This is an optimization exercise on Yosys and OpenROAD, whose aim is small area and a short achievable clock period, not a production implementation. Function was not checked in any run shown here: the RTL went through the layout flow alone. No run shown here takes its clock network from TritonCTS; it comes from the design's own scripts or RTL. The clock port is modelled as an ideal driver, which makes a skipped or thinned clock tree look cheaper than it is; a real chip needs a root buffer or a tree.

==> flow/design.v, too long to show whole: its modules and the start of the top module <==
// module mult_top: 22 lines
// module full_adder: 7 lines
// module half_adder: 7 lines
// module inverter: 6 lines
// module signed_array_mplier: 4799 lines
module mult_top (
    input             clk,
    input      [31:0] mplier,
    input      [31:0] mcand,
    output     [63:0] product
);
  // ...
==> flow/flow/run.sh <==
#!/bin/bash
# Own layout flow: the standard flow (standard.sh) with the standard
# synthesis unchanged, then the layout steps with
#  - plain buffers (buf_2) on the ports,
#  - a two-level balanced clock tree (flow/cts_own.tcl) in place of ORFS's CTS,
#  - repair_timing aiming at a slack margin below the fixed clock period, so
#    that it sizes and buffers the multiplier's critical paths.
# The output of each make run is in make_*.log here; each step's log is in
# orfs/logs/.
set -euo pipefail
export OWN_FLOW_DIR=$(pwd)/flow
bash standard.sh synth > make_synth.log 2>&1
bash standard.sh \
  SETUP_SLACK_MARGIN=21.45 \
  "BUFFER_PORTS_ARGS=-buffer_cell sky130_fd_sc_hd__buf_2" \
  PRE_CTS_TCL=$OWN_FLOW_DIR/cts_own.tcl \
  finish > make_finish.log 2>&1
==> flow/flow/cts_own.tcl <==
set own_l1 sky130_fd_sc_hd__clkbuf_8
set own_l2 sky130_fd_sc_hd__clkbuf_16
set db [ord::get_db]
set block [ord::get_db_block]
set clk_net [$block findNet clk]
set sinks {}
foreach it [$clk_net getITerms] {
  set inst [$it getInst]
  set bb [$inst getBBox]
  set x [expr {([$bb xMin] + [$bb xMax]) / 2}]
  set y [expr {([$bb yMin] + [$bb yMax]) / 2}]
  lappend sinks [list $it $x $y]
}
puts "own cts: [llength $sinks] clock sinks"

# split items (lists whose elements 1, 2 are x, y) into two halves of equal
# size along the longer side of their bounding box
proc own_halves {items} {
  set xs {}; set ys {}
  foreach s $items { lappend xs [lindex $s 1]; lappend ys [lindex $s 2] }
  set xs [lsort -integer $xs]; set ys [lsort -integer $ys]
  set idx [expr {([lindex $xs end] - [lindex $xs 0]) >= ([lindex $ys end] - [lindex $ys 0]) ? 1 : 2}]
  set sorted [lsort -integer -index $idx $items]
  set h [expr {[llength $sorted] / 2}]
  return [list [lrange $sorted 0 [expr {$h - 1}]] [lrange $sorted $h end]]
}
proc own_centroid {items} {
  set sx 0; set sy 0
  foreach s $items { incr sx [lindex $s 1]; incr sy [lindex $s 2] }
  return [list [expr {$sx / [llength $items]}] [expr {$sy / [llength $items]}]]
}
proc own_buffer {name master in_net cx cy} {
  set block [ord::get_db_block]
  set inst [odb::dbInst_create $block $master $name]
  set net [odb::dbNet_create $block "${name}_net"]
  $net setSigType CLOCK
  [$inst findITerm A] connect $in_net
  [$inst findITerm X] connect $net
  set m [$inst getMaster]
  $inst setLocation [expr {$cx - [$m getWidth] / 2}] [expr {$cy - [$m getHeight] / 2}]
  $inst setPlacementStatus PLACED
  return $net
}

set m1 [$db findMaster $own_l1]
set m2 [$db findMaster $own_l2]
set quarters {}
foreach h [own_halves $sinks] { foreach q [own_halves $h] { lappend quarters $q } }
set qi 0
foreach q $quarters {
  set eighths [own_halves $q]
  set leaves {}
  foreach e $eighths { lappend leaves [concat [own_centroid $e]] }
  # first-level buffer midway between its two second-level buffers
  set c1 [own_centroid [list [concat x [lindex $leaves 0]] [concat x [lindex $leaves 1]]]]
  set n1 [own_buffer "clkbuf_own_l1_$qi" $m1 $clk_net [lindex $c1 0] [lindex $c1 1]]
  set ei 0
  foreach e $eighths {
    set c2 [own_centroid $e]
    set n2 [own_buffer "clkbuf_own_l2_${qi}_$ei" $m2 $n1 [lindex $c2 0] [lindex $c2 1]]
    foreach s $e {
      set it [lindex $s 0]
      $it disconnect
      $it connect $n2
    }
    puts "own cts: clkbuf_own_l2_${qi}_$ei drives [llength $e] registers"
    incr ei
  }
  incr qi
}
set_propagated_clock [all_clocks]
rename clock_tree_synthesis own_unused_clock_tree_synthesis
proc clock_tree_synthesis {args} {
  puts "own cts: ORFS clock_tree_synthesis skipped, two-level tree built by flow/cts_own.tcl"
}
==> flow/standard.sh <==
#!/bin/bash
# synth_recipe.tcl (not shown) runs the flow's synth.tcl, then flattens the netlist and writes it again
# the make line also repeats each setting of config.mk as NAME=value (left out here)
make -C /OpenROAD-flow-scripts/flow DESIGN_CONFIG=/design/flow/config.mk WORK_HOME=/design/flow/orfs CLKGATE_MAP_FILE= SYNTH_SCRIPT=/design/flow/synth_recipe.tcl "${@:-finish}"
==> flow/config.mk <==
export PLATFORM = sky130hd
export DESIGN_NAME = mult_top
export DESIGN_NICKNAME = mult_top
export VERILOG_FILES = /design/flow/design.v
export SDC_FILE = /design/flow/constraint.sdc
export NUM_CORES = 4
export LEC_CHECK = 0
export ABC_AREA = 1
export CAP_MARGIN = 20
export CORE_MARGIN = 2
export CORE_UTILIZATION = 40
export SLEW_MARGIN = 20
export SYNTH_HIERARCHICAL = 1
export SYNTH_MINIMUM_KEEP_SIZE = 0
==> flow/constraint.sdc <==
create_clock -name core_clock -period 28.0 [get_ports {clk}]
set_input_delay 5.6000 -clock core_clock [delete_from_list [all_inputs] [get_ports {clk}]]
set_output_delay 5.6000 -clock core_clock [all_outputs]
set_load 0.01 [all_outputs]
==> impl_metrics.env, run 1 <==
export IMPL_wire_per_inst_um=28.37
export IMPL_synth_simple_area_share_pct=5.965
export IMPL_antenna_found_initial=1
export IMPL_synth_top_family_by_area="adder cells"
export IMPL_cp_common_cell="fa_1"
export IMPL_portBuffers=128
export IMPL_path_max_fanout=17
export IMPL_ys_ff_latch=128
export IMPL_cts_hold_buf=0
export IMPL_crit_arrival_ns=6.61
export IMPL_status="timing/DRC/antenna clean"
export IMPL_setup_violations=0
export IMPL_pin_count=129
export IMPL_yosys_area_top_type_share_pct=36.88
export IMPL_hold_viol=0
export IMPL_rows=89
export IMPL_relSlewSlack_pct=45.21
export IMPL_viasPerCell=7.018
export IMPL_syn_to_final_growth_pct=11.88
export IMPL_wl_met2_mm=43.69
export IMPL_yosysMostFrequentCell="o22ai_1"
export IMPL_grt_total_usage_pct=29.97
export IMPL_seq_share_pct=9.675
export IMPL_drc=0
export IMPL_holdWs_ns=0.8844
export IMPL_final_area_um2=26960
export IMPL_min_path_type="flop to flop"
export IMPL_layout_commonest_cell="o22ai_1"
export IMPL_async_flop_share_pct=0
export IMPL_tns_ns=0
export IMPL_use_met1_pct=37.76
export IMPL_synth_xor_area_share_pct=1.744
export IMPL_cp_slowest_stage_delay_ns=0.69
export IMPL_r2r_start="mcand_q[27]$_DFF_P_"
export IMPL_fin_skew_ns=0.07246
export IMPL_synth_commonest_cells="o22ai_1 (946), fa_1 (444), clkbuf_1 (284)"
export IMPL_wl_met3_mm=12.71
export IMPL_syn_area_um2=24100
==> inputs of run 2 (changes only) <==
--- a/flow/design.v
+++ b/flow/design.v
@@ -2577,79 +2577,177 @@
     wire G1359;
     wire P1360;
     wire G1361;
     wire P1362;
     wire G1363;
     wire P1364;
     wire G1365;
     wire P1366;
-    wire o1367;
-    wire o1368;
-    wire o1369;
-    wire o1370;
-    wire o1371;
-    wire o1372;
-    wire o1373;
-    wire o1374;
-    wire o1375;
-    wire o1376;
-    wire o1377;
-    wire o1378;
-    wire o1379;
-    wire o1380;
-    wire o1381;
-    wire o1382;
-    wire o1383;
-    wire o1384;
-    wire o1385;
-    wire o1386;
-    wire o1387;
-    wire o1388;
-    wire o1389;
-    wire o1390;
-    wire o1391;
-    wire o1392;
-    wire o1393;
-    wire o1394;
-    wire o1395;
-    wire o1396;
-    wire o1397;
-    wire o1398;
-    wire o1399;
-    wire o1400;
-    wire o1401;
-    wire o1402;
-    wire o1403;
-    wire o1404;
-    wire o1405;
-    wire o1406;
-    wire o1407;
-    wire o1408;
-    wire o1409;
-    wire o1410;
-    wire o1411;
-    wire o1412;
-    wire o1413;
-    wire o1414;
-    wire o1415;
-    wire o1416;
-    wire o1417;
-    wire o1418;
-    wire o1419;
-    wire o1420;
-    wire o1421;
-    wire o1422;
-    wire o1423;
-    wire o1424;
-    wire o1425;
-    wire o1426;
-    wire o1427;
-    wire o1428;
-    wire o1429;
+    wire G1367;
+    wire P1368;
+    wire G1369;
+    wire P1370;
+    wire G1371;
+    wire P1372;
+    wire G1373;
+    wire P1374;
+    wire G1375;
+    wire P1376;
+    wire G1377;
+    wire P1378;
+    wire G1379;
+    wire P1380;
+    wire G1381;
+    wire P1382;
+    wire G1383;
+    wire P1384;
+    wire G1385;
+    wire P1386;
+    wire G1387;
+    wire P1388;
+    wire G1389;
+    wire P1390;
+    wire G1391;
+    wire P1392;
+    wire G1393;
+    wire P1394;
+    wire G1395;
+    wire P1396;
+    wire G1397;
+    wire P1398;
+    wire G1399;
+    wire P1400;
+    wire G1401;
+    wire P1402;
+    wire G1403;
+    wire P1404;
+    wire G1405;
+    wire P1406;
+    wire G1407;
+    wire P1408;
+    wire G1409;
+    wire P1410;
+    wire G1411;
+    wire P1412;
+    wire G1413;
+    wire P1414;
+    wire G1415;
+    wire P1416;
+    wire G1417;
+    wire P1418;
+    wire G1419;
+    wire P1420;
+    wire G1421;
+    wire P1422;
+    wire G1423;
+    wire P1424;
+    wire G1425;
+    wire P1426;
+    wire G1427;
+    wire P1428;
+    wire G1429;
+    wire P1430;
+    wire G1431;
+    wire P1432;
+    wire G1433;
+    wire P1434;
+    wire G1435;
+    wire P1436;
+    wire G1437;
+    wire P1438;
+    wire G1439;
+    wire P1440;
+    wire G1441;
+    wire P1442;
+    wire G1443;
+    wire P1444;
+    wire G1445;
+    wire P1446;
+    wire G1447;
+    wire P1448;
+    wire G1449;
+    wire P1450;
+    wire G1451;
+    wire P1452;
+    wire G1453;
+    wire P1454;
+    wire G1455;
+    wire P1456;
+    wire G1457;
+    wire P1458;
+    wire G1459;
+    wire P1460;
+    wire G1461;
+    wire P1462;
+    wire G1463;
+    wire P1464;
+    wire o1465;
+    wire o1466;
+    wire o1467;
+    wire o1468;
+    wire o1469;
+    wire o1470;
+    wire o1471;
+    wire o1472;
+    wire o1473;
+    wire o1474;
+    wire o1475;
+    wire o1476;
+    wire o1477;
+    wire o1478;
+    wire o1479;
+    wire o1480;
+    wire o1481;
+    wire o1482;
+    wire o1483;
+    wire o1484;
+    wire o1485;
+    wire o1486;
+    wire o1487;
+    wire o1488;
+    wire o1489;
+    wire o1490;
+    wire o1491;
+    wire o1492;
+    wire o1493;
+    wire o1494;
+    wire o1495;
+    wire o1496;
+    wire o1497;
+    wire o1498;
+    wire o1499;
+    wire o1500;
+    wire o1501;
+    wire o1502;
+    wire o1503;
+    wire o1504;
+    wire o1505;
+    wire o1506;
+    wire o1507;
+    wire o1508;
+    wire o1509;
+    wire o1510;
+    wire o1511;
+    wire o1512;
+    wire o1513;
+    wire o1514;
+    wire o1515;
+    wire o1516;
+    wire o1517;
+    wire o1518;
+    wire o1519;
+    wire o1520;
+    wire o1521;
+    wire o1522;
+    wire o1523;
+    wire o1524;
+    wire o1525;
+    wire o1526;
+    wire o1527;
     inverter ix0 (.a(mcand[0]), .y(xn0));
     inverter ix1 (.a(mcand[1]), .y(xn1));
     inverter ix2 (.a(mcand[2]), .y(xn2));
     inverter ix3 (.a(mcand[3]), .y(xn3));
     inverter ix4 (.a(mcand[4]), .y(xn4));
     inverter ix5 (.a(mcand[5]), .y(xn5));
     inverter ix6 (.a(mcand[6]), .y(xn6));
     inverter ix7 (.a(mcand[7]), .y(xn7));
@@ -4445,398 +4543,496 @@
     assign G1097 = g989 | (p990 & g987);
     assign P1098 = p990 & p988;
     assign G1099 = g993 | (p994 & g991);
     assign P1100 = p994 & p992;
     assign G1101 = g997 | (p998 & g995);
     assign P1102 = p998 & p996;
     assign G1103 = g1001 | (p1002 & g999);
     assign P1104 = p1002 & p1000;
-    assign G1105 = G1083 | (P1084 & G1081);
-    assign P1106 = P1084 & P1082;
-    assign G1107 = G1087 | (P1088 & G1085);
-    assign P1108 = P1088 & P1086;
-    assign G1109 = G1091 | (P1092 & G1089);
-    assign P1110 = P1092 & P1090;
-    assign G1111 = G1095 | (P1096 & G1093);
-    assign P1112 = P1096 & P1094;
-    assign G1113 = G1099 | (P1100 & G1097);
-    assign P1114 = P1100 & P1098;
-    assign G1115 = G1103 | (P1104 & G1101);
-    assign P1116 = P1104 & P1102;
-    assign G1117 = G1107 | (P1108 & G1105);
-    assign P1118 = P1108 & P1106;
-    assign G1119 = G1111 | (P1112 & G1109);
-    assign P1120 = P1112 & P1110;
-    assign G1121 = G1115 | (P1116 & G1113);
-    assign P1122 = P1116 & P1114;
-    assign G1123 = G1119 | (P1120 & G1117);
-    assign P1124 = P1120 & P1118;
-    assign G1125 = G1121 | (P1122 & G1123);
-    assign P1126 = P1122 & P1124;
-    assign G1127 = G1109 | (P1110 & G1117);
-    assign P1128 = P1110 & P1118;
-    assign G1129 = G1113 | (P1114 & G1123);
-    assign P1130 = P1114 & P1124;
-    assign G1131 = G1085 | (P1086 & G1105);
-    assign P1132 = P1086 & P1106;
-    assign G1133 = G1089 | (P1090 & G1117);
-    assign P1134 = P1090 & P1118;
-    assign G1135 = G1093 | (P1094 & G1127);
-    assign P1136 = P1094 & P1128;
-    assign G1137 = G1097 | (P1098 & G1123);
-    assign P1138 = P1098 & P1124;
-    assign G1139 = G1101 | (P1102 & G1129);
-    assign P1140 = P1102 & P1130;
-    assign G1141 = g959 | (p960 & G1081);
-    assign P1142 = p960 & P1082;
-    assign G1143 = g963 | (p964 & G1105);
-    assign P1144 = p964 & P1106;
-    assign G1145 = g967 | (p968 & G1131);
-    assign P1146 = p968 & P1132;
-    assign G1147 = g971 | (p972 & G1117);
-    assign P1148 = p972 & P1118;
-    assign G1149 = g975 | (p976 & G1133);
-    assign P1150 = p976 & P1134;
-    assign G1151 = g979 | (p980 & G1127);
-    assign P1152 = p980 & P1128;
-    assign G1153 = g983 | (p984 & G1135);
-    assign P1154 = p984 & P1136;
-    assign G1155 = g987 | (p988 & G1123);
-    assign P1156 = p988 & P1124;
-    assign G1157 = g991 | (p992 & G1137);
-    assign P1158 = p992 & P1138;
-    assign G1159 = g995 | (p996 & G1129);
-    assign P1160 = p996 & P1130;
-    assign G1161 = g999 | (p1000 & G1139);
-    assign P1162 = p1000 & P1140;
-    assign G1163 = g1003 | (p1004 & G1125);
-    assign P1164 = p1004 & P1126;
-    assign G1165 = g1007 | (p1008 & g1005);
-    assign P1166 = p1008 & p1006;
-    assign G1167 = g1011 | (p1012 & g1009);
-    assign P1168 = p1012 & p1010;
-    assign G1169 = g1015 | (p1016 & g1013);
-    assign P1170 = p1016 & p1014;
-    assign G1171 = g1019 | (p1020 & g1017);
-    assign P1172 = p1020 & p1018;
-    assign G1173 = g1023 | (p1024 & g1021);
-    assign P1174 = p1024 & p1022;
-    assign G1175 = g1027 | (p1028 & g1025);
-    assign P1176 = p1028 & p1026;
-    assign G1177 = g1031 | (p1032 & g1029);
-    assign P1178 = p1032 & p1030;
-    assign G1179 = g1035 | (p1036 & g1033);
-    assign P1180 = p1036 & p1034;
-    assign G1181 = g1039 | (p1040 & g1037);
-    assign P1182 = p1040 & p1038;
-    assign G1183 = g1043 | (p1044 & g1041);
-    assign P1184 = p1044 & p1042;
-    assign G1185 = g1047 | (p1048 & g1045);
-    assign P1186 = p1048 & p1046;
-    assign G1187 = g1051 | (p1052 & g1049);
-    assign P1188 = p1052 & p1050;
-    assign G1189 = g1055 | (p1056 & g1053);
-    assign P1190 = p1056 & p1054;
-    assign G1191 = g1059 | (p1060 & g1057);
-    assign P1192 = p1060 & p1058;
-    assign G1193 = g1063 | (p1064 & g1061);
-    assign P1194 = p1064 & p1062;
-    assign G1195 = g1067 | (p1068 & g1065);
-    assign P1196 = p1068 & p1066;
-    assign G1197 = g1071 | (p1072 & g1069);
-    assign P1198 = p1072 & p1070;
-    assign G1199 = g1075 | (p1076 & g1073);
-    assign P1200 = p1076 & p1074;
-    assign G1201 = g1079 | (p1080 & g1077);
-    assign P1202 = p1080 & p1078;
-    assign G1203 = g1005 | (p1006 & G1163);
-    assign P1204 = p1006 & P1164;
-    assign G1205 = G1165 | (P1166 & G1163);
-    assign P1206 = P1166 & P1164;
-    assign G1207 = g1013 | (p1014 & G1167);
-    assign P1208 = p1014 & P1168;
-    assign G1209 = G1169 | (P1170 & G1167);
-    assign P1210 = P1170 & P1168;
-    assign G1211 = g1021 | (p1022 & G1171);
-    assign P1212 = p1022 & P1172;
-    assign G1213 = G1173 | (P1174 & G1171);
-    assign P1214 = P1174 & P1172;
-    assign G1215 = g1029 | (p1030 & G1175);
-    assign P1216 = p1030 & P1176;
-    assign G1217 = G1177 | (P1178 & G1175);
-    assign P1218 = P1178 & P1176;
-    assign G1219 = g1037 | (p1038 & G1179);
-    assign P1220 = p1038 & P1180;
-    assign G1221 = G1181 | (P1182 & G1179);
-    assign P1222 = P1182 & P1180;
-    assign G1223 = g1045 | (p1046 & G1183);
-    assign P1224 = p1046 & P1184;
-    assign G1225 = G1185 | (P1186 & G1183);
-    assign P1226 = P1186 & P1184;
-    assign G1227 = g1053 | (p1054 & G1187);
-    assign P1228 = p1054 & P1188;
-    assign G1229 = G1189 | (P1190 & G1187);
-    assign P1230 = P1190 & P1188;
-    assign G1231 = g1061 | (p1062 & G1191);
-    assign P1232 = p1062 & P1192;
-    assign G1233 = G1193 | (P1194 & G1191);
-    assign P1234 = P1194 & P1192;
-    assign G1235 = g1069 | (p1070 & G1195);
-    assign P1236 = p1070 & P1196;
-    assign G1237 = G1197 | (P1198 & G1195);
-    assign P1238 = P1198 & P1196;
-    assign G1239 = g1077 | (p1078 & G1199);
-    assign P1240 = p1078 & P1200;
-    assign G1241 = G1201 | (P1202 & G1199);
-    assign P1242 = P1202 & P1200;
-    assign G1243 = g1009 | (p1010 & G1205);
-    assign P1244 = p1010 & P1206;
-    assign G1245 = G1167 | (P1168 & G1205);
-    assign P1246 = P1168 & P1206;
-    assign G1247 = G1207 | (P1208 & G1205);
-    assign P1248 = P1208 & P1206;
-    assign G1249 = G1209 | (P1210 & G1205);
-    assign P1250 = P1210 & P1206;
-    assign G1251 = g1025 | (p1026 & G1213);
-    assign P1252 = p1026 & P1214;
-    assign G1253 = G1175 | (P1176 & G1213);
-    assign P1254 = P1176 & P1214;
-    assign G1255 = G1215 | (P1216 & G1213);
-    assign P1256 = P1216 & P1214;
-    assign G1257 = G1217 | (P1218 & G1213);
-    assign P1258 = P1218 & P1214;
-    assign G1259 = g1041 | (p1042 & G1221);
-    assign P1260 = p1042 & P1222;
-    assign G1261 = G1183 | (P1184 & G1221);
-    assign P1262 = P1184 & P1222;
-    assign G1263 = G1223 | (P1224 & G1221);
-    assign P1264 = P1224 & P1222;
-    assign G1265 = G1225 | (P1226 & G1221);
-    assign P1266 = P1226 & P1222;
-    assign G1267 = g1057 | (p1058 & G1229);
-    assign P1268 = p1058 & P1230;
-    assign G1269 = G1191 | (P1192 & G1229);
-    assign P1270 = P1192 & P1230;
-    assign G1271 = G1231 | (P1232 & G1229);
-    assign P1272 = P1232 & P1230;
-    assign G1273 = G1233 | (P1234 & G1229);
-    assign P1274 = P1234 & P1230;
-    assign G1275 = g1073 | (p1074 & G1237);
-    assign P1276 = p1074 & P1238;
-    assign G1277 = G1199 | (P1200 & G1237);
-    assign P1278 = P1200 & P1238;
-    assign G1279 = G1239 | (P1240 & G1237);
-    assign P1280 = P1240 & P1238;
-    assign G1281 = G1241 | (P1242 & G1237);
-    assign P1282 = P1242 & P1238;
-    assign G1283 = g1017 | (p1018 & G1249);
-    assign P1284 = p1018 & P1250;
-    assign G1285 = G1171 | (P1172 & G1249);
-    assign P1286 = P1172 & P1250;
-    assign G1287 = G1211 | (P1212 & G1249);
-    assign P1288 = P1212 & P1250;
-    assign G1289 = G1213 | (P1214 & G1249);
-    assign P1290 = P1214 & P1250;
-    assign G1291 = G1251 | (P1252 & G1249);
-    assign P1292 = P1252 & P1250;
-    assign G1293 = G1253 | (P1254 & G1249);
-    assign P1294 = P1254 & P1250;
-    assign G1295 = G1255 | (P1256 & G1249);
-    assign P1296 = P1256 & P1250;
-    assign G1297 = G1257 | (P1258 & G1249);
-    assign P1298 = P1258 & P1250;
-    assign G1299 = g1049 | (p1050 & G1265);
-    assign P1300 = p1050 & P1266;
-    assign G1301 = G1187 | (P1188 & G1265);
-    assign P1302 = P1188 & P1266;
-    assign G1303 = G1227 | (P1228 & G1265);
-    assign P1304 = P1228 & P1266;
-    assign G1305 = G1229 | (P1230 & G1265);
-    assign P1306 = P1230 & P1266;
-    assign G1307 = G1267 | (P1268 & G1265);
-    assign P1308 = P1268 & P1266;
-    assign G1309 = G1269 | (P1270 & G1265);
-    assign P1310 = P1270 & P1266;
-    assign G1311 = G1271 | (P1272 & G1265);
-    assign P1312 = P1272 & P1266;
-    assign G1313 = G1273 | (P1274 & G1265);
-    assign P1314 = P1274 & P1266;
-    assign G1315 = 1'b0 | (1'b1 & G1281);
-    assign P1316 = 1'b1 & P1282;
-    assign G1317 = g1033 | (p1034 & G1297);
-    assign P1318 = p1034 & P1298;
-    assign G1319 = G1179 | (P1180 & G1297);
-    assign P1320 = P1180 & P1298;
-    assign G1321 = G1219 | (P1220 & G1297);
-    assign P1322 = P1220 & P1298;
-    assign G1323 = G1221 | (P1222 & G1297);
-    assign P1324 = P1222 & P1298;
-    assign G1325 = G1259 | (P1260 & G1297);
-    assign P1326 = P1260 & P1298;
-    assign G1327 = G1261 | (P1262 & G1297);
-    assign P1328 = P1262 & P1298;
-    assign G1329 = G1263 | (P1264 & G1297);
-    assign P1330 = P1264 & P1298;
-    assign G1331 = G1265 | (P1266 & G1297);
-    assign P1332 = P1266 & P1298;
-    assign G1333 = G1299 | (P1300 & G1297);
-    assign P1334 = P1300 & P1298;
-    assign G1335 = G1301 | (P1302 & G1297);
-    assign P1336 = P1302 & P1298;
-    assign G1337 = G1303 | (P1304 & G1297);
-    assign P1338 = P1304 & P1298;
-    assign G1339 = G1305 | (P1306 & G1297);
-    assign P1340 = P1306 & P1298;
-    assign G1341 = G1307 | (P1308 & G1297);
-    assign P1342 = P1308 & P1298;
-    assign G1343 = G1309 | (P1310 & G1297);
-    assign P1344 = P1310 & P1298;
-    assign G1345 = G1311 | (P1312 & G1297);
-    assign P1346 = P1312 & P1298;
-    assign G1347 = G1313 | (P1314 & G1297);
-    assign P1348 = P1314 & P1298;
-    assign G1349 = g1065 | (p1066 & G1347);
-    assign P1350 = p1066 & P1348;
-    assign G1351 = G1195 | (P1196 & G1347);
-    assign P1352 = P1196 & P1348;
-    assign G1353 = G1235 | (P1236 & G1347);
-    assign P1354 = P1236 & P1348;
-    assign G1355 = G1237 | (P1238 & G1347);
-    assign P1356 = P1238 & P1348;
-    assign G1357 = G1275 | (P1276 & G1347);
-    assign P1358 = P1276 & P1348;
-    assign G1359 = G1277 | (P1278 & G1347);
-    assign P1360 = P1278 & P1348;
-    assign G1361 = G1279 | (P1280 & G1347);
-    assign P1362 = P1280 & P1348;
-    assign G1363 = G1281 | (P1282 & G1347);
-    assign P1364 = P1282 & P1348;
-    assign G1365 = G1315 | (P1316 & G1347);
-    assign P1366 = P1316 & P1348;
-    assign o1367 = pp0_1 ^ g957;
-    assign o1368 = p960 ^ G1081;
-    assign o1369 = p962 ^ G1141;
-    assign o1370 = p964 ^ G1105;
-    assign o1371 = p966 ^ G1143;
-    assign o1372 = p968 ^ G1131;
-    assign o1373 = p970 ^ G1145;
-    assign o1374 = p972 ^ G1117;
-    assign o1375 = p974 ^ G1147;
-    assign o1376 = p976 ^ G1133;
-    assign o1377 = p978 ^ G1149;
-    assign o1378 = p980 ^ G1127;
-    assign o1379 = p982 ^ G1151;
-    assign o1380 = p984 ^ G1135;
-    assign o1381 = p986 ^ G1153;
-    assign o1382 = p988 ^ G1123;
-    assign o1383 = p990 ^ G1155;
-    assign o1384 = p992 ^ G1137;
-    assign o1385 = p994 ^ G1157;
-    assign o1386 = p996 ^ G1129;
-    assign o1387 = p998 ^ G1159;
-    assign o1388 = p1000 ^ G1139;
-    assign o1389 = p1002 ^ G1161;
-    assign o1390 = p1004 ^ G1125;
-    assign o1391 = p1006 ^ G1163;
-    assign o1392 = p1008 ^ G1203;
-    assign o1393 = p1010 ^ G1205;
-    assign o1394 = p1012 ^ G1243;
-    assign o1395 = p1014 ^ G1245;
-    assign o1396 = p1016 ^ G1247;
-    assign o1397 = p1018 ^ G1249;
-    assign o1398 = p1020 ^ G1283;
-    assign o1399 = p1022 ^ G1285;
-    assign o1400 = p1024 ^ G1287;
-    assign o1401 = p1026 ^ G1289;
-    assign o1402 = p1028 ^ G1291;
-    assign o1403 = p1030 ^ G1293;
-    assign o1404 = p1032 ^ G1295;
-    assign o1405 = p1034 ^ G1297;
-    assign o1406 = p1036 ^ G1317;
-    assign o1407 = p1038 ^ G1319;
-    assign o1408 = p1040 ^ G1321;
-    assign o1409 = p1042 ^ G1323;
-    assign o1410 = p1044 ^ G1325;
-    assign o1411 = p1046 ^ G1327;
-    assign o1412 = p1048 ^ G1329;
-    assign o1413 = p1050 ^ G1331;
-    assign o1414 = p1052 ^ G1333;
-    assign o1415 = p1054 ^ G1335;
-    assign o1416 = p1056 ^ G1337;
-    assign o1417 = p1058 ^ G1339;
-    assign o1418 = p1060 ^ G1341;
-    assign o1419 = p1062 ^ G1343;
-    assign o1420 = p1064 ^ G1345;
-    assign o1421 = p1066 ^ G1347;
-    assign o1422 = p1068 ^ G1349;
-    assign o1423 = p1070 ^ G1351;
-    assign o1424 = p1072 ^ G1353;
-    assign o1425 = p1074 ^ G1355;
-    assign o1426 = p1076 ^ G1357;
-    assign o1427 = p1078 ^ G1359;
-    assign o1428 = p1080 ^ G1361;
-    assign o1429 = 1'b1 ^ G1363;
+    assign G1105 = g1005 | (p1006 & g1003);
+    assign P1106 = p1006 & p1004;
+    assign G1107 = g1009 | (p1010 & g1007);
+    assign P1108 = p1010 & p1008;
+    assign G1109 = g1013 | (p1014 & g1011);
+    assign P1110 = p1014 & p1012;
+    assign G1111 = g1017 | (p1018 & g1015);
+    assign P1112 = p1018 & p1016;
+    assign G1113 = g1021 | (p1022 & g1019);
+    assign P1114 = p1022 & p1020;
+    assign G1115 = g1025 | (p1026 & g1023);
+    assign P1116 = p1026 & p1024;
+    assign G1117 = g1029 | (p1030 & g1027);
+    assign P1118 = p1030 & p1028;
+    assign G1119 = g1033 | (p1034 & g1031);
+    assign P1120 = p1034 & p1032;
+    assign G1121 = g1037 | (p1038 & g1035);
+    assign P1122 = p1038 & p1036;
+    assign G1123 = g1041 | (p1042 & g1039);
+    assign P1124 = p1042 & p1040;
+    assign G1125 = g1045 | (p1046 & g1043);
+    assign P1126 = p1046 & p1044;
+    assign G1127 = g1049 | (p1050 & g1047);
+    assign P1128 = p1050 & p1048;
+    assign G1129 = g1053 | (p1054 & g1051);
+    assign P1130 = p1054 & p1052;
+    assign G1131 = g1057 | (p1058 & g1055);
+    assign P1132 = p1058 & p1056;
+    assign G1133 = g1061 | (p1062 & g1059);
+    assign P1134 = p1062 & p1060;
+    assign G1135 = g1065 | (p1066 & g1063);
+    assign P1136 = p1066 & p1064;
+    assign G1137 = g1069 | (p1070 & g1067);
+    assign P1138 = p1070 & p1068;
+    assign G1139 = g1073 | (p1074 & g1071);
+    assign P1140 = p1074 & p1072;
+    assign G1141 = g1077 | (p1078 & g1075);
+    assign P1142 = p1078 & p1076;
+    assign G1143 = 1'b0 | (1'b1 & g1079);
+    assign P1144 = 1'b1 & p1080;
+    assign G1145 = g959 | (p960 & G1081);
+    assign P1146 = p960 & P1082;
+    assign G1147 = G1083 | (P1084 & G1081);
+    assign P1148 = P1084 & P1082;
+    assign G1149 = g967 | (p968 & G1085);
+    assign P1150 = p968 & P1086;
+    assign G1151 = G1087 | (P1088 & G1085);
+    assign P1152 = P1088 & P1086;
+    assign G1153 = g975 | (p976 & G1089);
+    assign P1154 = p976 & P1090;
+    assign G1155 = G1091 | (P1092 & G1089);
+    assign P1156 = P1092 & P1090;
+    assign G1157 = g983 | (p984 & G1093);
+    assign P1158 = p984 & P1094;
+    assign G1159 = G1095 | (P1096 & G1093);
+    assign P1160 = P1096 & P1094;
+    assign G1161 = g991 | (p992 & G1097);
+    assign P1162 = p992 & P1098;
+    assign G1163 = G1099 | (P1100 & G1097);
+    assign P1164 = P1100 & P1098;
+    assign G1165 = g999 | (p1000 & G1101);
+    assign P1166 = p1000 & P1102;
+    assign G1167 = G1103 | (P1104 & G1101);
+    assign P1168 = P1104 & P1102;
+    assign G1169 = g1007 | (p1008 & G1105);
+    assign P1170 = p1008 & P1106;
+    assign G1171 = G1107 | (P1108 & G1105);
+    assign P1172 = P1108 & P1106;
+    assign G1173 = g1015 | (p1016 & G1109);
+    assign P1174 = p1016 & P1110;
+    assign G1175 = G1111 | (P1112 & G1109);
+    assign P1176 = P1112 & P1110;
+    assign G1177 = g1023 | (p1024 & G1113);
+    assign P1178 = p1024 & P1114;
+    assign G1179 = G1115 | (P1116 & G1113);
+    assign P1180 = P1116 & P1114;
+    assign G1181 = g1031 | (p1032 & G1117);
+    assign P1182 = p1032 & P1118;
+    assign G1183 = G1119 | (P1120 & G1117);
+    assign P1184 = P1120 & P1118;
+    assign G1185 = g1039 | (p1040 & G1121);
+    assign P1186 = p1040 & P1122;
+    assign G1187 = G1123 | (P1124 & G1121);
+    assign P1188 = P1124 & P1122;
+    assign G1189 = g1047 | (p1048 & G1125);
+    assign P1190 = p1048 & P1126;
+    assign G1191 = G1127 | (P1128 & G1125);
+    assign P1192 = P1128 & P1126;
+    assign G1193 = g1055 | (p1056 & G1129);
+    assign P1194 = p1056 & P1130;
+    assign G1195 = G1131 | (P1132 & G1129);
+    assign P1196 = P1132 & P1130;
+    assign G1197 = g1063 | (p1064 & G1133);
+    assign P1198 = p1064 & P1134;
+    assign G1199 = G1135 | (P1136 & G1133);
+    assign P1200 = P1136 & P1134;
+    assign G1201 = g1071 | (p1072 & G1137);
+    assign P1202 = p1072 & P1138;
+    assign G1203 = G1139 | (P1140 & G1137);
+    assign P1204 = P1140 & P1138;
+    assign G1205 = g1079 | (p1080 & G1141);
+    assign P1206 = p1080 & P1142;
+    assign G1207 = G1143 | (P1144 & G1141);
+    assign P1208 = P1144 & P1142;
+    assign G1209 = g963 | (p964 & G1147);
+    assign P1210 = p964 & P1148;
+    assign G1211 = G1085 | (P1086 & G1147);
+    assign P1212 = P1086 & P1148;
+    assign G1213 = G1149 | (P1150 & G1147);
+    assign P1214 = P1150 & P1148;
+    assign G1215 = G1151 | (P1152 & G1147);
+    assign P1216 = P1152 & P1148;
+    assign G1217 = g979 | (p980 & G1155);
+    assign P1218 = p980 & P1156;
+    assign G1219 = G1093 | (P1094 & G1155);
+    assign P1220 = P1094 & P1156;
+    assign G1221 = G1157 | (P1158 & G1155);
+    assign P1222 = P1158 & P1156;
+    assign G1223 = G1159 | (P1160 & G1155);
+    assign P1224 = P1160 & P1156;
+    assign G1225 = g995 | (p996 & G1163);
+    assign P1226 = p996 & P1164;
+    assign G1227 = G1101 | (P1102 & G1163);
+    assign P1228 = P1102 & P1164;
+    assign G1229 = G1165 | (P1166 & G1163);
+    assign P1230 = P1166 & P1164;
+    assign G1231 = G1167 | (P1168 & G1163);
+    assign P1232 = P1168 & P1164;
+    assign G1233 = g1011 | (p1012 & G1171);
+    assign P1234 = p1012 & P1172;
+    assign G1235 = G1109 | (P1110 & G1171);
+    assign P1236 = P1110 & P1172;
+    assign G1237 = G1173 | (P1174 & G1171);
+    assign P1238 = P1174 & P1172;
+    assign G1239 = G1175 | (P1176 & G1171);
+    assign P1240 = P1176 & P1172;
+    assign G1241 = g1027 | (p1028 & G1179);
+    assign P1242 = p1028 & P1180;
+    assign G1243 = G1117 | (P1118 & G1179);
+    assign P1244 = P1118 & P1180;
+    assign G1245 = G1181 | (P1182 & G1179);
+    assign P1246 = P1182 & P1180;
+    assign G1247 = G1183 | (P1184 & G1179);
+    assign P1248 = P1184 & P1180;
+    assign G1249 = g1043 | (p1044 & G1187);
+    assign P1250 = p1044 & P1188;
+    assign G1251 = G1125 | (P1126 & G1187);
+    assign P1252 = P1126 & P1188;
+    assign G1253 = G1189 | (P1190 & G1187);
+    assign P1254 = P1190 & P1188;
+    assign G1255 = G1191 | (P1192 & G1187);
+    assign P1256 = P1192 & P1188;
+    assign G1257 = g1059 | (p1060 & G1195);
+    assign P1258 = p1060 & P1196;
+    assign G1259 = G1133 | (P1134 & G1195);
+    assign P1260 = P1134 & P1196;
+    assign G1261 = G1197 | (P1198 & G1195);
+    assign P1262 = P1198 & P1196;
+    assign G1263 = G1199 | (P1200 & G1195);
+    assign P1264 = P1200 & P1196;
+    assign G1265 = g1075 | (p1076 & G1203);
+    assign P1266 = p1076 & P1204;
+    assign G1267 = G1141 | (P1142 & G1203);
+    assign P1268 = P1142 & P1204;
+    assign G1269 = G1205 | (P1206 & G1203);
+    assign P1270 = P1206 & P1204;
+    assign G1271 = G1207 | (P1208 & G1203);
+    assign P1272 = P1208 & P1204;
+    assign G1273 = g971 | (p972 & G1215);
+    assign P1274 = p972 & P1216;
+    assign G1275 = G1089 | (P1090 & G1215);
+    assign P1276 = P1090 & P1216;
+    assign G1277 = G1153 | (P1154 & G1215);
+    assign P1278 = P1154 & P1216;
+    assign G1279 = G1155 | (P1156 & G1215);
+    assign P1280 = P1156 & P1216;
+    assign G1281 = G1217 | (P1218 & G1215);
+    assign P1282 = P1218 & P1216;
+    assign G1283 = G1219 | (P1220 & G1215);
+    assign P1284 = P1220 & P1216;
+    assign G1285 = G1221 | (P1222 & G1215);
+    assign P1286 = P1222 & P1216;
+    assign G1287 = G1223 | (P1224 & G1215);
+    assign P1288 = P1224 & P1216;
+    assign G1289 = g1003 | (p1004 & G1231);
+    assign P1290 = p1004 & P1232;
+    assign G1291 = G1105 | (P1106 & G1231);
+    assign P1292 = P1106 & P1232;
+    assign G1293 = G1169 | (P1170 & G1231);
+    assign P1294 = P1170 & P1232;
+    assign G1295 = G1171 | (P1172 & G1231);
+    assign P1296 = P1172 & P1232;
+    assign G1297 = G1233 | (P1234 & G1231);
+    assign P1298 = P1234 & P1232;
+    assign G1299 = G1235 | (P1236 & G1231);
+    assign P1300 = P1236 & P1232;
+    assign G1301 = G1237 | (P1238 & G1231);
+    assign P1302 = P1238 & P1232;
+    assign G1303 = G1239 | (P1240 & G1231);
+    assign P1304 = P1240 & P1232;
+    assign G1305 = g1035 | (p1036 & G1247);
+    assign P1306 = p1036 & P1248;
+    assign G1307 = G1121 | (P1122 & G1247);
+    assign P1308 = P1122 & P1248;
+    assign G1309 = G1185 | (P1186 & G1247);
+    assign P1310 = P1186 & P1248;
+    assign G1311 = G1187 | (P1188 & G1247);
+    assign P1312 = P1188 & P1248;
+    assign G1313 = G1249 | (P1250 & G1247);
+    assign P1314 = P1250 & P1248;
+    assign G1315 = G1251 | (P1252 & G1247);
+    assign P1316 = P1252 & P1248;
+    assign G1317 = G1253 | (P1254 & G1247);
+    assign P1318 = P1254 & P1248;
+    assign G1319 = G1255 | (P1256 & G1247);
+    assign P1320 = P1256 & P1248;
+    assign G1321 = g1067 | (p1068 & G1263);
+    assign P1322 = p1068 & P1264;
+    assign G1323 = G1137 | (P1138 & G1263);
+    assign P1324 = P1138 & P1264;
+    assign G1325 = G1201 | (P1202 & G1263);
+    assign P1326 = P1202 & P1264;
+    assign G1327 = G1203 | (P1204 & G1263);
+    assign P1328 = P1204 & P1264;
+    assign G1329 = G1265 | (P1266 & G1263);
+    assign P1330 = P1266 & P1264;
+    assign G1331 = G1267 | (P1268 & G1263);
+    assign P1332 = P1268 & P1264;
+    assign G1333 = G1269 | (P1270 & G1263);
+    assign P1334 = P1270 & P1264;
+    assign G1335 = G1271 | (P1272 & G1263);
+    assign P1336 = P1272 & P1264;
+    assign G1337 = g987 | (p988 & G1287);
+    assign P1338 = p988 & P1288;
+    assign G1339 = G1097 | (P1098 & G1287);
+    assign P1340 = P1098 & P1288;
+    assign G1341 = G1161 | (P1162 & G1287);
+    assign P1342 = P1162 & P1288;
+    assign G1343 = G1163 | (P1164 & G1287);
+    assign P1344 = P1164 & P1288;
+    assign G1345 = G1225 | (P1226 & G1287);
+    assign P1346 = P1226 & P1288;
+    assign G1347 = G1227 | (P1228 & G1287);
+    assign P1348 = P1228 & P1288;
+    assign G1349 = G1229 | (P1230 & G1287);
+    assign P1350 = P1230 & P1288;
+    assign G1351 = G1231 | (P1232 & G1287);
+    assign P1352 = P1232 & P1288;
+    assign G1353 = G1289 | (P1290 & G1287);
+    assign P1354 = P1290 & P1288;
+    assign G1355 = G1291 | (P1292 & G1287);
+    assign P1356 = P1292 & P1288;
+    assign G1357 = G1293 | (P1294 & G1287);
+    assign P1358 = P1294 & P1288;
+    assign G1359 = G1295 | (P1296 & G1287);
+    assign P1360 = P1296 & P1288;
+    assign G1361 = G1297 | (P1298 & G1287);
+    assign P1362 = P1298 & P1288;
+    assign G1363 = G1299 | (P1300 & G1287);
+    assign P1364 = P1300 & P1288;
+    assign G1365 = G1301 | (P1302 & G1287);
+    assign P1366 = P1302 & P1288;
+    assign G1367 = G1303 | (P1304 & G1287);
+    assign P1368 = P1304 & P1288;
+    assign G1369 = g1051 | (p1052 & G1319);
+    assign P1370 = p1052 & P1320;
+    assign G1371 = G1129 | (P1130 & G1319);
+    assign P1372 = P1130 & P1320;
+    assign G1373 = G1193 | (P1194 & G1319);
+    assign P1374 = P1194 & P1320;
+    assign G1375 = G1195 | (P1196 & G1319);
+    assign P1376 = P1196 & P1320;
+    assign G1377 = G1257 | (P1258 & G1319);
+    assign P1378 = P1258 & P1320;
+    assign G1379 = G1259 | (P1260 & G1319);
+    assign P1380 = P1260 & P1320;
+    assign G1381 = G1261 | (P1262 & G1319);
+    assign P1382 = P1262 & P1320;
+    assign G1383 = G1263 | (P1264 & G1319);
+    assign P1384 = P1264 & P1320;
+    assign G1385 = G1321 | (P1322 & G1319);
+    assign P1386 = P1322 & P1320;
+    assign G1387 = G1323 | (P1324 & G1319);
+    assign P1388 = P1324 & P1320;
+    assign G1389 = G1325 | (P1326 & G1319);
+    assign P1390 = P1326 & P1320;
+    assign G1391 = G1327 | (P1328 & G1319);
+    assign P1392 = P1328 & P1320;
+    assign G1393 = G1329 | (P1330 & G1319);
+    assign P1394 = P1330 & P1320;
+    assign G1395 = G1331 | (P1332 & G1319);
+    assign P1396 = P1332 & P1320;
+    assign G1397 = G1333 | (P1334 & G1319);
+    assign P1398 = P1334 & P1320;
+    assign G1399 = G1335 | (P1336 & G1319);
+    assign P1400 = P1336 & P1320;
+    assign G1401 = g1019 | (p1020 & G1367);
+    assign P1402 = p1020 & P1368;
+    assign G1403 = G1113 | (P1114 & G1367);
+    assign P1404 = P1114 & P1368;
+    assign G1405 = G1177 | (P1178 & G1367);
+    assign P1406 = P1178 & P1368;
+    assign G1407 = G1179 | (P1180 & G1367);
+    assign P1408 = P1180 & P1368;
+    assign G1409 = G1241 | (P1242 & G1367);
+    assign P1410 = P1242 & P1368;
+    assign G1411 = G1243 | (P1244 & G1367);
+    assign P1412 = P1244 & P1368;
+    assign G1413 = G1245 | (P1246 & G1367);
+    assign P1414 = P1246 & P1368;
+    assign G1415 = G1247 | (P1248 & G1367);
+    assign P1416 = P1248 & P1368;
+    assign G1417 = G1305 | (P1306 & G1367);
+    assign P1418 = P1306 & P1368;
+    assign G1419 = G1307 | (P1308 & G1367);
+    assign P1420 = P1308 & P1368;
+    assign G1421 = G1309 | (P1310 & G1367);
+    assign P1422 = P1310 & P1368;
+    assign G1423 = G1311 | (P1312 & G1367);
+    assign P1424 = P1312 & P1368;
+    assign G1425 = G1313 | (P1314 & G1367);
+    assign P1426 = P1314 & P1368;
+    assign G1427 = G1315 | (P1316 & G1367);
+    assign P1428 = P1316 & P1368;
+    assign G1429 = G1317 | (P1318 & G1367);
+    assign P1430 = P1318 & P1368;
+    assign G1431 = G1319 | (P1320 & G1367);
+    assign P1432 = P1320 & P1368;
+    assign G1433 = G1369 | (P1370 & G1367);
+    assign P1434 = P1370 & P1368;
+    assign G1435 = G1371 | (P1372 & G1367);
+    assign P1436 = P1372 & P1368;
+    assign G1437 = G1373 | (P1374 & G1367);
+    assign P1438 = P1374 & P1368;
+    assign G1439 = G1375 | (P1376 & G1367);
+    assign P1440 = P1376 & P1368;
+    assign G1441 = G1377 | (P1378 & G1367);
+    assign P1442 = P1378 & P1368;
+    assign G1443 = G1379 | (P1380 & G1367);
+    assign P1444 = P1380 & P1368;
+    assign G1445 = G1381 | (P1382 & G1367);
+    assign P1446 = P1382 & P1368;
+    assign G1447 = G1383 | (P1384 & G1367);
+    assign P1448 = P1384 & P1368;
+    assign G1449 = G1385 | (P1386 & G1367);
+    assign P1450 = P1386 & P1368;
+    assign G1451 = G1387 | (P1388 & G1367);
+    assign P1452 = P1388 & P1368;
+    assign G1453 = G1389 | (P1390 & G1367);
+    assign P1454 = P1390 & P1368;
+    assign G1455 = G1391 | (P1392 & G1367);
+    assign P1456 = P1392 & P1368;
+    assign G1457 = G1393 | (P1394 & G1367);
+    assign P1458 = P1394 & P1368;
+    assign G1459 = G1395 | (P1396 & G1367);
+    assign P1460 = P1396 & P1368;
+    assign G1461 = G1397 | (P1398 & G1367);
+    assign P1462 = P1398 & P1368;
+    assign G1463 = G1399 | (P1400 & G1367);
+    assign P1464 = P1400 & P1368;
+    assign o1465 = pp0_1 ^ g957;
+    assign o1466 = p960 ^ G1081;
+    assign o1467 = p962 ^ G1145;
+    assign o1468 = p964 ^ G1147;
+    assign o1469 = p966 ^ G1209;
+    assign o1470 = p968 ^ G1211;
+    assign o1471 = p970 ^ G1213;
+    assign o1472 = p972 ^ G1215;
+    assign o1473 = p974 ^ G1273;
+    assign o1474 = p976 ^ G1275;
+    assign o1475 = p978 ^ G1277;
+    assign o1476 = p980 ^ G1279;
+    assign o1477 = p982 ^ G1281;
+    assign o1478 = p984 ^ G1283;
+    assign o1479 = p986 ^ G1285;
+    assign o1480 = p988 ^ G1287;
+    assign o1481 = p990 ^ G1337;
+    assign o1482 = p992 ^ G1339;
+    assign o1483 = p994 ^ G1341;
+    assign o1484 = p996 ^ G1343;
+    assign o1485 = p998 ^ G1345;
+    assign o1486 = p1000 ^ G1347;
+    assign o1487 = p1002 ^ G1349;
+    assign o1488 = p1004 ^ G1351;
+    assign o1489 = p1006 ^ G1353;
+    assign o1490 = p1008 ^ G1355;
+    assign o1491 = p1010 ^ G1357;
+    assign o1492 = p1012 ^ G1359;
+    assign o1493 = p1014 ^ G1361;
+    assign o1494 = p1016 ^ G1363;
+    assign o1495 = p1018 ^ G1365;
+    assign o1496 = p1020 ^ G1367;
+    assign o1497 = p1022 ^ G1401;
+    assign o1498 = p1024 ^ G1403;
+    assign o1499 = p1026 ^ G1405;
+    assign o1500 = p1028 ^ G1407;
+    assign o1501 = p1030 ^ G1409;
+    assign o1502 = p1032 ^ G1411;
+    assign o1503 = p1034 ^ G1413;
+    assign o1504 = p1036 ^ G1415;
+    assign o1505 = p1038 ^ G1417;
+    assign o1506 = p1040 ^ G1419;
+    assign o1507 = p1042 ^ G1421;
+    assign o1508 = p1044 ^ G1423;
+    assign o1509 = p1046 ^ G1425;
+    assign o1510 = p1048 ^ G1427;
+    assign o1511 = p1050 ^ G1429;
+    assign o1512 = p1052 ^ G1431;
+    assign o1513 = p1054 ^ G1433;
+    assign o1514 = p1056 ^ G1435;
+    assign o1515 = p1058 ^ G1437;
+    assign o1516 = p1060 ^ G1439;
+    assign o1517 = p1062 ^ G1441;
+    assign o1518 = p1064 ^ G1443;
+    assign o1519 = p1066 ^ G1445;
+    assign o1520 = p1068 ^ G1447;
+    assign o1521 = p1070 ^ G1449;
+    assign o1522 = p1072 ^ G1451;
+    assign o1523 = p1074 ^ G1453;
+    assign o1524 = p1076 ^ G1455;
+    assign o1525 = p1078 ^ G1457;
+    assign o1526 = p1080 ^ G1459;
+    assign o1527 = 1'b1 ^ G1461;
     assign product[0] = p958;
-    assign product[1] = o1367;
-    assign product[2] = o1368;
-    assign product[3] = o1369;
-    assign product[4] = o1370;
-    assign product[5] = o1371;
-    assign product[6] = o1372;
-    assign product[7] = o1373;
-    assign product[8] = o1374;
-    assign product[9] = o1375;
-    assign product[10] = o1376;
-    assign product[11] = o1377;
-    assign product[12] = o1378;
-    assign product[13] = o1379;
-    assign product[14] = o1380;
-    assign product[15] = o1381;
-    assign product[16] = o1382;
-    assign product[17] = o1383;
-    assign product[18] = o1384;
-    assign product[19] = o1385;
-    assign product[20] = o1386;
-    assign product[21] = o1387;
-    assign product[22] = o1388;
-    assign product[23] = o1389;
-    assign product[24] = o1390;
-    assign product[25] = o1391;
-    assign product[26] = o1392;
-    assign product[27] = o1393;
-    assign product[28] = o1394;
-    assign product[29] = o1395;
-    assign product[30] = o1396;
-    assign product[31] = o1397;
-    assign product[32] = o1398;
-    assign product[33] = o1399;
-    assign product[34] = o1400;
-    assign product[35] = o1401;
-    assign product[36] = o1402;
-    assign product[37] = o1403;
-    assign product[38] = o1404;
-    assign product[39] = o1405;
-    assign product[40] = o1406;
-    assign product[41] = o1407;
-    assign product[42] = o1408;
-    assign product[43] = o1409;
-    assign product[44] = o1410;
-    assign product[45] = o1411;
-    assign product[46] = o1412;
-    assign product[47] = o1413;
-    assign product[48] = o1414;
-    assign product[49] = o1415;
-    assign product[50] = o1416;
-    assign product[51] = o1417;
-    assign product[52] = o1418;
-    assign product[53] = o1419;
-    assign product[54] = o1420;
-    assign product[55] = o1421;
-    assign product[56] = o1422;
-    assign product[57] = o1423;
-    assign product[58] = o1424;
-    assign product[59] = o1425;
-    assign product[60] = o1426;
-    assign product[61] = o1427;
-    assign product[62] = o1428;
-    assign product[63] = o1429;
+    assign product[1] = o1465;
+    assign product[2] = o1466;
+    assign product[3] = o1467;
+    assign product[4] = o1468;
+    assign product[5] = o1469;
+    assign product[6] = o1470;
+    assign product[7] = o1471;
+    assign product[8] = o1472;
+    assign product[9] = o1473;
+    assign product[10] = o1474;
+    assign product[11] = o1475;
+    assign product[12] = o1476;
+    assign product[13] = o1477;
+    assign product[14] = o1478;
+    assign product[15] = o1479;
+    assign product[16] = o1480;
+    assign product[17] = o1481;
+    assign product[18] = o1482;
+    assign product[19] = o1483;
+    assign product[20] = o1484;
+    assign product[21] = o1485;
+    assign product[22] = o1486;
+    assign product[23] = o1487;
+    assign product[24] = o1488;
+    assign product[25] = o1489;
+    assign product[26] = o1490;
+    assign product[27] = o1491;
+    assign product[28] = o1492;
+    assign product[29] = o1493;
+    assign product[30] = o1494;
+    assign product[31] = o1495;
+    assign product[32] = o1496;
+    assign product[33] = o1497;
+    assign product[34] = o1498;
+    assign product[35] = o1499;
+    assign product[36] = o1500;
+    assign product[37] = o1501;
+    assign product[38] = o1502;
+    assign product[39] = o1503;
+    assign product[40] = o1504;
+    assign product[41] = o1505;
+    assign product[42] = o1506;
+    assign product[43] = o1507;
+    assign product[44] = o1508;
+    assign product[45] = o1509;
+    assign product[46] = o1510;
+    assign product[47] = o1511;
+    assign product[48] = o1512;
+    assign product[49] = o1513;
+    assign product[50] = o1514;
+    assign product[51] = o1515;
+    assign product[52] = o1516;
+    assign product[53] = o1517;
+    assign product[54] = o1518;
+    assign product[55] = o1519;
+    assign product[56] = o1520;
+    assign product[57] = o1521;
+    assign product[58] = o1522;
+    assign product[59] = o1523;
+    assign product[60] = o1524;
+    assign product[61] = o1525;
+    assign product[62] = o1526;
+    assign product[63] = o1527;
 endmodule
==> impl_metrics.env, run 2 <==
export IMPL_status="timing/DRC/antenna clean"
export IMPL_drtIter0Drc=3114
export IMPL_syn_area_um2=24830
export IMPL_crit_required_ns=22.40
export IMPL_grt_max_degree=38
export IMPL_wire_per_inst_um=27.73
export IMPL_grt_setup_unrepaired="yes"
export IMPL_min_path_type="flop to flop"
export IMPL_r2r_start="mcand_q[11]$_DFF_P_"
export IMPL_yosysMostFrequentCell="o22ai_1"
export IMPL_start_util_pct=40.32
export IMPL_fin_skew_ns=0.06276
export IMPL_grt_pass1_wl_mm=155.2
export IMPL_portBuffers=128
export IMPL_crit_arrival_ns=0.80
export IMPL_syn_to_final_growth_pct=6.021
export IMPL_antenna_found_initial=1
export IMPL_seq_area_frac_synth_pct=10.32
export IMPL_die_w_um=253.2
export IMPL_top_register="product_q"
export IMPL_fin_crit_sh_pct=22.87
export IMPL_crit_type="flop to output port"
export IMPL_synthFlopType="dfxtp_1"
export IMPL_clk_insertion_delay_late_ns=0.34
export IMPL_rr_endpoint="product_q[33]$_DFF_P_"
export IMPL_min_from="mplier_q[30]$_DFF_P_"
export IMPL_yosys_area_top_type="fa_1"
export IMPL_slew_viol_final=0
export IMPL_antenna_cells=0
export IMPL_grt_total_usage_pct=31.49
export IMPL_totalWireLength_mm=102.2
export IMPL_top_regs="product_q x64, mcand_q x32, mplier_q x32"
export IMPL_pin_count=129
export IMPL_gr_total_overflow=0
export IMPL_dr_pass1_iters=12
export IMPL_globalplace_congestion=0.9989
export IMPL_cts_clk_slew_worst_paths_ns=0.08
export IMPL_critPathTopFamily="flip-flops"
export IMPL_tns_ns=0
export IMPL_vias=25268
export IMPL_fill_cells=6104
export IMPL_setup_ws_ns=21.60
export IMPL_yosys_area_top_type_share_pct=34.82
export IMPL_hold_end="product_q[62]$_DFF_P_"
export IMPL_place_hpwl_mm=74.48
export IMPL_relSlewSlack_pct=29.06
export IMPL_reg2regPathDepth=19
export IMPL_synth_top_cells_by_area="fa_1 (35%), o22ai_1 (24%), dfxtp_1 (10%)"
export IMPL_path_buf_inv=1
export IMPL_timing_fmax_mhz=156.1
export IMPL_hold_depth=5
export IMPL_startpoint_type="flop"
export IMPL_place_inst=3629
export IMPL_nets=3475
export IMPL_max_cap_violations=0
export IMPL_final_cell_mix="o22ai_1 (945), fa_1 (432), nand2_1 (263)"
export IMPL_hold_viol=0
export IMPL_ys_ff_latch=128
export IMPL_largest_reg_flops=64
export IMPL_cp_slowest_stage_delay_ns=0.35
export IMPL_antenna_left=0
export IMPL_rows=91
export IMPL_grt_pass1_vias=26087
export IMPL_path_max_fanout=1
export IMPL_yosys_warnings=7
export IMPL_drive_gt1_share_pct=13.23
export IMPL_crit_chain="buf_2"
export IMPL_worst_pin_slew_ns=1.063
export IMPL_synth_edff_count=0
export IMPL_synthCells=2990
export IMPL_drc=0
export IMPL_pre_cts_ws_ns=20.33
export IMPL_layout_commonest_cell="o22ai_1"
export IMPL_reg2reg_slack_ns=21.61
export IMPL_setup_violations=0
export IMPL_dieArea_um2=64090
export IMPL_placed_area_um2=25380
export IMPL_setup_worst_path_end_class="output port"
export IMPL_syn_avg_cell_area_um2=8.306
export IMPL_viasPerCell=6.853
export IMPL_regArea_um2=2574
export IMPL_async_flop_share_pct=0
export IMPL_critPathSlowestCell="dfxtp_1"
export IMPL_multi_input_area_um2=19600
export IMPL_synth_cell_type_count=38
export IMPL_min_period_ns=6.405
export IMPL_synth_commonest_cells="o22ai_1 (948), fa_1 (432), clkbuf_1 (335)"
export IMPL_coreArea_um2=61600
export IMPL_syn_num_nets=3613
export IMPL_finalNonFillerCells=3687
export IMPL_final_area_um2=26330
export IMPL_die_h_um=253.2
-- run 2: layout make-up --
| type | instances | area share [%] |
|---|---|---|
| plain buffers | 12 | 0.9694 |
| repair buffers | 266 | 6.962 |
| flip-flops and latches | 128 | 9.775 |
| inverters | 243 | 3.792 |
| multi-input cells | 2198 | 74.46 |
| repair inverters | 3 | 0.06653 |
| well taps | 837 | 3.978 |
-- run 2: worst max-delay path by stage --
stage                     slack [ns]                   from                     to  depth (start not counted)
after floorplan                22.07   product_q[0]$_DFF_P_             product[0]                          0
after global routing           21.44   mplier_q[13]$_DFF_P_  product_q[63]$_DFF_P_                         23
final                          21.60  product_q[63]$_DFF_P_            product[63]                          1
after global placement         20.49    mplier_q[1]$_DFF_P_  product_q[33]$_DFF_P_                         19
after detailed placement       20.33    mplier_q[1]$_DFF_P_  product_q[33]$_DFF_P_                         17
after CTS                      21.48   mplier_q[13]$_DFF_P_  product_q[63]$_DFF_P_                         24
-- run 2: tightest hold or removal path, cell delays in order (launching register included) --
cell and delay, ns:
dfxtp_1 0.36, xor2_1 0.10, o21bai_1 0.20, ha_1 0.17
nand3_1 0.08, nand2_1 0.06
-- run 2: modules after synthesis (local to each module, per instance), a selection --
module,cells,times used
half_adder,1,40
inverter,1,48
mult_top,128,1
full_adder,1,427
-- run 2: metrics by stage --
step	util, %	hold slack [ns]
floorplan	-	0.5941
global placement	41.20	1.005
detailed placement	41.20	1.017
CTS	41.94	1.041
global route	42.74	1.096
finish	42.74	0.9956
-- run 2: cells by family after synthesis --
logic type	synth area share, %
AO/OA/AOI/OAI	27.17
buffers and inverters	11.19
adder cells (fa/ha/maj)	41.17
AND/OR/NAND/NOR	8.988
flip-flops	10.32
XOR/XNOR	1.164
-- run 2: what timing repair did --
item	in CTS	in global routing
gates cloned	2	2
hold buffers	0	0
endpoints found under the setup margin	32	32
setup buffers	10	32
pin swaps	1	0
gates resized for setup	33	56
endpoints found under the hold margin	0	0
-- run 2: per-layer routing --
| layer | up-vias | track usage [%] | share of wire [%] |
|---|---|---|---|
| li1 | 10374 | - | - |
| met1 | 12290 | 37.56 | 35 |
| met2 | 2024 | 51.02 | 45 |
| met3 | 578 | 9.992 | 13 |
| met4 | 2 | 16.03 | 6.9 |
| met5 | - | 0 | 0.045 |

-- re-timing with driven ports --
In the flow no input, the clock included, has a driving cell. The finished layouts below were timed again as built, in two steps.
Step 1, drivers: a clkbuf_16 drives clk and a buf_2 each remaining input, both assumed.
Step 2, shift: input delay + t, output delay - t, t = (earliest + latest rising clock arrival at the registers) / 2. This alone moves slack from input paths to output paths.
Three values: ideal ports, drivers, drivers and shift; two values: the first two.
run | shift t [ns] | slack for setup (ns) | hold WS [ns] | worst setup path at the end | slew at the worst register clock pin (ns)
run 1 | 0.453 | 21.590 / 21.470 / 21.590 | 0.884 / 0.885 / 0.885 | register to register | 0.11 / 0.11
run 2 | 0.435 | 21.595 / 21.467 / 21.606 | 0.996 / 0.996 / 0.996 | register to register | 0.11 / 0.11
After both steps every run listed still meets setup and hold.
